Context: an optimization exercise on an open-source flow, tuned for small area and a short achievable clock period. The choices shown serve that exercise and are no tape-out recipe. Only simulation tests tie the RTL to the original design; equivalence was not proved. Power is estimated from default activity; no workload was simulated.

==> flow/design.v <==
`timescale 1ns / 1ps
module mips(
  input  wire        clk, rst,
  output wire [31:0] pc,
  input  wire [31:0] instrF,
  input  wire [31:0] readdataM,
  output wire        memwriteM,
  output wire [31:0] aluout, writedata
);
  reg  [31:2] P4;            
  reg  [31:0] instrD;        
  reg  [31:2] tgtD;          
  reg  [31:0] postA, postB;  
  reg  [31:0] K;             
  reg  [3:0]  eqAB;          
  reg         fwdAD, fwdBD;  
  reg         fwd1, fwd2;    
  reg  [31:0] pE, gE;
  reg         cinE;
  reg  [31:0] writedataE;
  reg         regwriteE, memtoregE, memwriteE;
  reg  [4:0]  wrE;
  reg  [31:0] aluoutM, writedataM;
  reg         bubbleE;       
  reg         rstD;          
  reg         bubbleM;       
  reg         memwriteM_r, memtoregM, wenM;
  reg  [4:0]  wrM;
  reg  [32*32-1:32] rf;      
  wire [5:0]  opD    = instrD[31:26];
  wire [4:0]  rsD    = instrD[25:21];
  wire [4:0]  rtD    = instrD[20:16];
  wire [4:0]  rdD    = instrD[15:11];
  wire [5:0]  functD = instrD[5:0];
  wire rtypeD  = (opD == 6'b000000);
  wire lwD     = (opD == 6'b100011);
  wire swD     = (opD == 6'b101011);
  wire beqD    = (opD == 6'b000100);
  wire addiD   = (opD == 6'b001000);
  wire jD      = (opD == 6'b000010);
  wire f_add = (functD == 6'b100000);
  wire f_sub = (functD == 6'b100010);
  wire f_or  = (functD == 6'b100101);
  wire f_slt = (functD == 6'b101010);
  wire regwriteD = rtypeD | lwD | addiD;
  wire alusrcD   = lwD | swD | addiD;
  wire [4:0] wrD = rtypeD ? rdD : rtD;
  wire sltD   = rtypeD & f_slt;
  wire orD    = rtypeD & f_or;
  wire arithD = ~rtypeD | f_add | f_sub;
  wire cinD   = beqD | (rtypeD & (f_sub | f_slt));
  wire [31:0] signimmD = {{16{instrD[15]}}, instrD[15:0]};
  wire [31:0] aluoutE = pE + {gE[30:0], cinE};
  wire [31:0] xe = pE ^ K;
  wire [31:0] ge = gE | (pE & ~K);
  wire eqK = (xe == {ge[30:0], cinE});
  wire zero_pre = fwd1 ? eqK : (fwd2 | (&eqAB));
  wire pcsrcD = beqD & zero_pre;
  wire [31:2] jumpD = {P4[31:28], instrD[25:0]};
  wire [31:2] seqD = jD ? jumpD : rstD ? 30'd1 : P4;
  wire [31:2] Pn = pcsrcD ? tgtD : seqD;
  assign pc = {Pn & {30{~rst}}, 2'b00};
  wire [31:0] cmpA = fwdAD ? aluoutE : postA;
  wire [31:0] cmpB = fwdBD ? aluoutE : postB;
  wire zero_post = (cmpA == cmpB);
  wire lwstall = memtoregE & ((wrE == rtD) | (wrE == rsD));
  wire bstall  = (regwriteE & (wrE == rsD)) | (wrE == rtD) |
                 (memtoregM & (wrM == rsD)) | (wrM == rtD);
  wire stall = beqD & zero_post & (lwstall | bstall);
  wire [31:0] resultM = memtoregM ? readdataM : aluoutM;
  wire fwdMA = wenM & (wrM == rsD);
  wire fwdMB = wenM & (wrM == rtD);
  wire [31:0] srcA_n = fwdAD ? aluoutE : fwdMA ? resultM : postA;
  wire [31:0] srcW_n = fwdBD ? aluoutE : fwdMB ? resultM : postB;
  wire [31:0] srcB_n = alusrcD ? signimmD : (cinD ? ~srcW_n : srcW_n);
  wire        lt_n = srcA_n < srcW_n;
  wire [31:0] pE_n = arithD ? (srcA_n ^ srcB_n) :
                     orD    ? (srcA_n | srcB_n) :
                     sltD   ? {31'b0, lt_n} :
                              (srcA_n & srcB_n);
  wire [31:0] gE_n = arithD ? (srcA_n & srcB_n) : 32'b0;
  wire [4:0] rsF = instrF[25:21];
  wire [4:0] rtF = instrF[20:16];
  reg  [31:0] rdAF, rdBF;
  integer i;
  always @* begin
    rdAF = 32'b0;
    rdBF = 32'b0;
    for (i = 1; i < 32; i = i + 1) begin
      rdAF = rdAF | ({32{rsF == i[4:0]}} & rf[32*i +: 32]);
      rdBF = rdBF | ({32{rtF == i[4:0]}} & rf[32*i +: 32]);
    end
  end
  wire wenD = regwriteD & (wrD != 5'd0);
  wire hold = stall & ~rst;
  wire [4:0] rsN = hold ? rsD : rsF;
  wire [4:0] rtN = hold ? rtD : rtF;
  wire [31:0] preA_n = hold ? postA : rdAF;
  wire [31:0] preB_n = hold ? postB : rdBF;
  wire hitA_n = wenM & ~rst & (wrM == rsN);
  wire hitB_n = wenM & ~rst & (wrM == rtN);
  wire fwdAD_n = ~rst & ~stall & wenD & (instrF[25:21] == wrD);
  wire fwdBD_n = ~rst & ~stall & wenD & (instrF[20:16] == wrD);
  always @(posedge clk) begin
    P4 <= Pn + 30'd1;
    if (!stall) tgtD <= Pn + {{14{instrF[15]}}, instrF[15:0]};
    postA <= hitA_n ? resultM : preA_n;
    postB <= hitB_n ? resultM : preB_n;
    K <= fwdAD_n ? preB_n : preA_n;
    eqAB <= {preA_n[31:24] == preB_n[31:24], preA_n[23:16] == preB_n[23:16],
             preA_n[15:8] == preB_n[15:8], preA_n[7:0] == preB_n[7:0]};
    fwdAD <= fwdAD_n;
    fwdBD <= fwdBD_n;
    fwd1 <= fwdAD_n ^ fwdBD_n;
    fwd2 <= fwdAD_n & fwdBD_n;
    if (rst) {instrD[31:11], instrD[5:0]} <= 27'b0;
    else if (!stall) {instrD[31:11], instrD[5:0]} <= {instrF[31:11], instrF[5:0]};
    if (!stall) instrD[10:6] <= instrF[10:6];
    writedataE <= srcW_n;
    pE <= pE_n;
    gE <= gE_n;
    cinE <= cinD & arithD;
    rstD <= rst;
    bubbleE <= rst | stall | rstD;
    if (rst | stall) begin
      regwriteE <= 1'b0; memtoregE <= 1'b0; memwriteE <= 1'b0;
      wrE <= 5'b0;
    end else begin
      regwriteE <= regwriteD; memtoregE <= lwD; memwriteE <= swD;
      wrE <= wrD;
    end
    writedataM <= writedataE;
    aluoutM <= aluoutE;
    bubbleM <= rst | bubbleE;
    if (rst) begin
      memwriteM_r <= 1'b0; memtoregM <= 1'b0; wenM <= 1'b0;
      wrM <= 5'b0;
    end else begin
      memwriteM_r <= memwriteE; memtoregM <= memtoregE;
      wenM <= regwriteE & (wrE != 5'd0);
      wrM <= wrE;
    end
  end
  genvar g;
  generate
    for (g = 1; g < 32; g = g + 1) begin : rfw
      always @(posedge clk)
        if (~rst & wenM & (wrM == g)) rf[32*g +: 32] <= resultM;
    end
  endgenerate
  assign memwriteM = memwriteM_r;
  assign aluout = aluoutM & {32{~bubbleM}};
  assign writedata = writedataM;
endmodule
==> flow/flow/run.sh <==
#!/bin/bash
# Standard ORFS layout (the standard.sh, unchanged synthesis) with two
# changes to how the layout is made:
#  - repair_timing is asked for a larger setup margin, so that it keeps
#    improving the paths to the pc outputs once the 16 ns constraint is met;
#  - the port buffers are buf_2 cells instead of the default delay buffers
#    (every port still gets its buffer; repair_timing resizes them as needed).
set -euo pipefail
bash standard.sh SETUP_SLACK_MARGIN=9 "BUFFER_PORTS_ARGS=-buffer_cell sky130_fd_sc_hd__buf_2" finish > make_finish.log 2>&1
==> flow/standard.sh <==
#!/bin/bash
# synth_recipe.tcl (not shown) runs the flow's synth.tcl, then flattens the netlist and writes it again
# the make line also repeats each setting of config.mk as NAME=value (left out here)
make -C /OpenROAD-flow-scripts/flow DESIGN_CONFIG=/design/flow/config.mk WORK_HOME=/design/flow/orfs CLKGATE_MAP_FILE= SYNTH_SCRIPT=/design/flow/synth_recipe.tcl "${@:-finish}"
==> flow/config.mk <==
export PLATFORM = sky130hd
export DESIGN_NAME = mips
export DESIGN_NICKNAME = mips
export VERILOG_FILES = /design/flow/design.v
export SDC_FILE = /design/flow/constraint.sdc
export NUM_CORES = 4
export LEC_CHECK = 0
export CAP_MARGIN = 20
export CORE_MARGIN = 2
export CORE_UTILIZATION = 50
export CTS_CLUSTER_DIAMETER = 60
export CTS_CLUSTER_SIZE = 30
export SLEW_MARGIN = 20
==> flow/constraint.sdc <==
create_clock -name core_clock -period 16.0 [get_ports {clk}]
set_input_delay 3.2000 -clock core_clock [delete_from_list [all_inputs] [get_ports {clk}]]
set_output_delay 3.2000 -clock core_clock [all_outputs]
set_load 0.01 [all_outputs]
==> run_results.csv <==
group,metric,value,unit
clock_network,cts-hold-fix-buffers,0,
timing,slew_viol_final,0,
finish,area_growth,12.6,%
critical_path,crit_chain,"buf_12 > buf_12 > clkinvlp_4 > and2_1 > buf_2",
finish,largest_register_ffs,992,
grt,grt_max_degree,97,
critical_path,r2r_end,"postA[31]",
grt,grt_use_total,41.5,%
power,power.switching,3250,uW
critical_path,rr_startpoint,"instrD[26]",
drt,wire_per_inst,39.1,microns
drt,drt_first_pass_iters,14,
finish,top_register,"rf",
power,intPower,6620,uW
power,ir_drop,0.109,mV
critical_path,slowest_stage,"and2_1",
die,die_area,134000,sq um
hold_path,min_to,"writedataM[26]",
critical_path,cp.required,12.80,ns
synth,yosys.area_share.simple,10.0,%
critical_path,cp-end-kind,"primary output",
grt,grt_antenna_before_repair,16,
power,powerDensity,134,nW/um^2
timing,clock_skew,0.0620,ns
synth,muxShareOfSynthArea,4.13,%
timing,finalHoldViolCount,0,
finish,fin_area,73700,sq um
synth,synthAdderAreaFrac,3.65,%
hold_path,min_from,"writedataE[26]",
die,core_area,130000,sq um
hold_path,hp-class,"reg2reg",
timing,finalCritPeriodShare,44.1,%
placement,placed_cells,7122,
drt,wirelength,288,mm
critical_path,start_kind,"primary input",
critical_path,worstPathArrival,3.85,ns
synth,syn_avg_cell_area,12.1,sq um
synth,async_flop_share,0,%
run,maxCapViolCount,0,
drt,drtIter0Drc,12919,
finish,fin_cells,7372,
synth,ys_types,111,
critical_path,r2r_cells,17,
synth,ys_ff_latch,1367,
timing,fmax,0.142,GHz
clock_network,htree_num_levels,3,
critical_path,cp_top_family,"buffers and inverters",
critical_path,path_common_cell,"buf_12",
synth,seq_area_frac_synth,57.5,%
timing,rsz0062_at_grt,"yes",
synth,synth_compound_area_share,17.6,%
die,initial_core_util,50.5,%
critical_path,crit_fanout,6,
die,io_pins,163,
placement,place_area,68900,sq um
critical_path,reg2reg_slack,9.15,ns
timing,slew_headroom,14.5,%
grt,gr-total-overflow,0,
grt,grt_pass1_wl,394,mm
clock_network,clock-sinks,1367,
clock_network,cts_buffer_depth,3,
placement,dpl.hpwl,169,mm
finish,layout_common_cells,"edfxtp_1, a22oi_1, dfxtp_1",
hold_path,hold_depth,0,
power,leakagePower,0.0264,uW
power,p_sw_share,32.9,%
power,clock_power_share,32.2,%
power,power_frac_seq,45.6,%
outcome,outcome,"finished clean",
timing,setup_viol,0,
drt,drc,0,
synth,yosysWarnings,1,
timing,fin_crit,7.05,ns
synth,synth_edf_count,1027,
clock_network,cts-root-buf,"clkbuf_16",
synth,syn-instance-count,5427,
clock_network,clkTransAtPathRegs,0.06,ns
die,dieWidth,366,microns
critical_path,crit_type,"in2out",
synth,synth-main-ff-cell,"edfxtp_1",
critical_path,crit_buf_inv,4,
finish,layout_commonest_cell,"edfxtp_1",
synth,synth_xor_area_share,3.80,%
die,die_height,366,microns
clock_network,cts_buffers,118,
finish,fill_cells,10773,
finish,layout.nets,5772,
drt,drtAntennaViolNets,0,
drt,vias,54692,
synth,synth_top_family_by_area,"compound AO/OA/AOI/OAI gates",
grt,first_global_vias,51174,
clock_network,tritoncts,"yes",
drt,vias_per_cell,7.42,
placement,io_buffers,160,
die,rows,132,
finish,drive_gt1_share,15.7,%
power,pwr-share-comb,22.2,%
timing,tightestPinTransition,1.28,ns
synth,syn_area,65500,sq um
timing,tns,0,ns
placement,place_congestion,0.985,
critical_path,slowest_delay,0.15,ns
clock_network,clk_latency,0.78,ns
-- cell type report --
class	instances	area (sq um)	area share, %
Sequential cell	1367	37700	51.1
Multi-Input combinational cell	3508	26600	36.1
Tap cell	1742	2180	2.96
Clock inverter	97	1240	1.68
Antenna cell	11	27.5	0.0373
Clock buffer	126	3060	4.15
Timing Repair Buffer	327	2240	3.03
Inverter	194	732	0.993
-- cells by family (layout without fill, tap and decap cells) --
family | count (synthesis) | count (layout)
AO/OA/AOI/OAI | 1502 | 1502
AND/OR/NAND/NOR | 1307 | 1309
flip-flops | 1367 | 1367
multiplexers | 230 | 230
adder cells (fa/ha/maj) | 190 | 190
XOR/XNOR | 275 | 275
other | 1 | 13
buffers and inverters | 555 | 744
-- worst register-to-register path, stage by stage, from the launching register on --
cell and delay [ns]:
dfxtp_1 0.34, or3_1 0.43, nor4b_2 0.90, buf_4 0.34
nand4_1 0.14, a2111oi_1 0.76, nand2_1 0.21, a2111oi_2 0.40
nand4bb_1 0.14, and4bb_2 0.35, nand4b_4 0.51, buf_4 0.51
o21ai_0 0.40, a211oi_1 0.13, a31o_1 0.22, nand4_2 0.11
buf_6 0.42, mux2_2 0.43
-- worst max path at each step --
stage	start	end	slack [ns]	cells after the start
after floorplan	rst	pc[10]	8.95	3
after global placement	rst	pc[30]	8.27	5
after detailed placement	rst	pc[30]	8.24	5
after CTS	rst	pc[30]	8.95	5
after global routing	instrD[26]	postB[31]	8.89	17
final	rst	pc[30]	8.95	5
-- power by group through the flow --
stage | clock network (uW) | registers [uW] | logic, uW
finish | 3170 | 4500 | 2190
global route | 3310 | 4520 | 2300
CTS | 3170 | 4500 | 2100
detailed placement | 0 | 4580 | 2080
global placement | 0 | 4580 | 2060
floorplan | 0 | 4510 | 1320
-- cells in the mapped netlist (all sizes together), types with 12 or more instances --
| cell type | n | area (sq um) |
|---|---|---|
| a22oi | 420 | 3150 |
| nor2 | 372 | 1410 |
| and3 | 21 | 131 |
| o21a | 29 | 218 |
| a21oi | 198 | 995 |
| xor2 | 97 | 865 |
| a221oi | 245 | 2180 |
| nand2b | 26 | 163 |
| or3 | 17 | 111 |
| a211oi | 17 | 148 |
| o21ai | 123 | 631 |
| xnor2 | 174 | 1530 |
| mux2 | 138 | 1780 |
| and2 | 55 | 344 |
| a31o | 15 | 140 |
| a31oi | 20 | 125 |
| nand3 | 115 | 586 |
| nand4 | 172 | 1090 |
| nor3b | 17 | 128 |
| dfxtp | 340 | 6810 |
| a222oi | 64 | 641 |
| edfxtp | 1027 | 30800 |
| nand3b | 23 | 173 |
| a21o | 32 | 240 |
| mux2i | 92 | 921 |
| inv | 194 | 728 |
| buf | 76 | 390 |
| ha | 188 | 2350 |
| nor2b | 58 | 363 |
| clkbuf | 285 | 1070 |
| a22o | 240 | 2100 |
| nor4 | 12 | 75.1 |
| nand2 | 226 | 851 |
| nor3 | 152 | 771 |
-- per-layer routing --
| metal | up-vias | GRT usage [%] | share of wire [%] |
|---|---|---|---|
| met3 | 1468 | 17.0 | 16 |
| met4 | 12 | 24.1 | 7.5 |
| li1 | 21427 | - | - |
| met1 | 26353 | 54.1 | 36 |
| met2 | 5432 | 58.0 | 40 |
| met5 | - | 0.214 | 0.032 |
-- per-stage QoR --
step           hold WS, ns  setup slack [ns]  total power (uW)  util, %
2_1_floorplan        0.310              8.95              5830        -
3_3_place_gp         0.310              8.27              6640     53.1
3_5_place_dp         0.312              8.24              6660     53.1
4_1_cts              0.330              8.95              9770     56.6
5_1_grt              0.333              8.89             10100     56.8
6_report             0.327              8.95              9870     56.8
-- what timing repair did --
| item | CTS | global route |
|---|---|---|
| buffers inserted | 6 | 2 |
| setup endpoints to repair | 134 | 130 |
| pin swaps | 11 | 1 |
| cloned | 5 | 0 |
| gates resized for setup | 46 | 29 |

## separate check: timing with driven ports
Ports are ideal in the flow. The routed layout listed here was re-timed in OpenROAD. Step 1: set_driving_cell puts a clkbuf_16 on clk and a buf_2 on each other input, an assumption about the parent block. Step 2 also shifts input and output timing later by t, the mid clock arrival at the registers, as if the neighbouring blocks saw the same clock. Three values: no drivers, after step 1, after step 2; two values: the first two.
shift t [ns]: 0.831
setup slack, ns: 8.945 / 8.877 / 8.411
hold slack, ns: 0.327 / 0.327 / 0.327
worst setup path after step 2: input to register
worst register clock-pin slew, ns: 0.10 / 0.10
After both steps setup and hold are still met in this run. For this run, drivers alone change the setup slack by -0.068 ns; drivers and shift together by -0.534 ns.
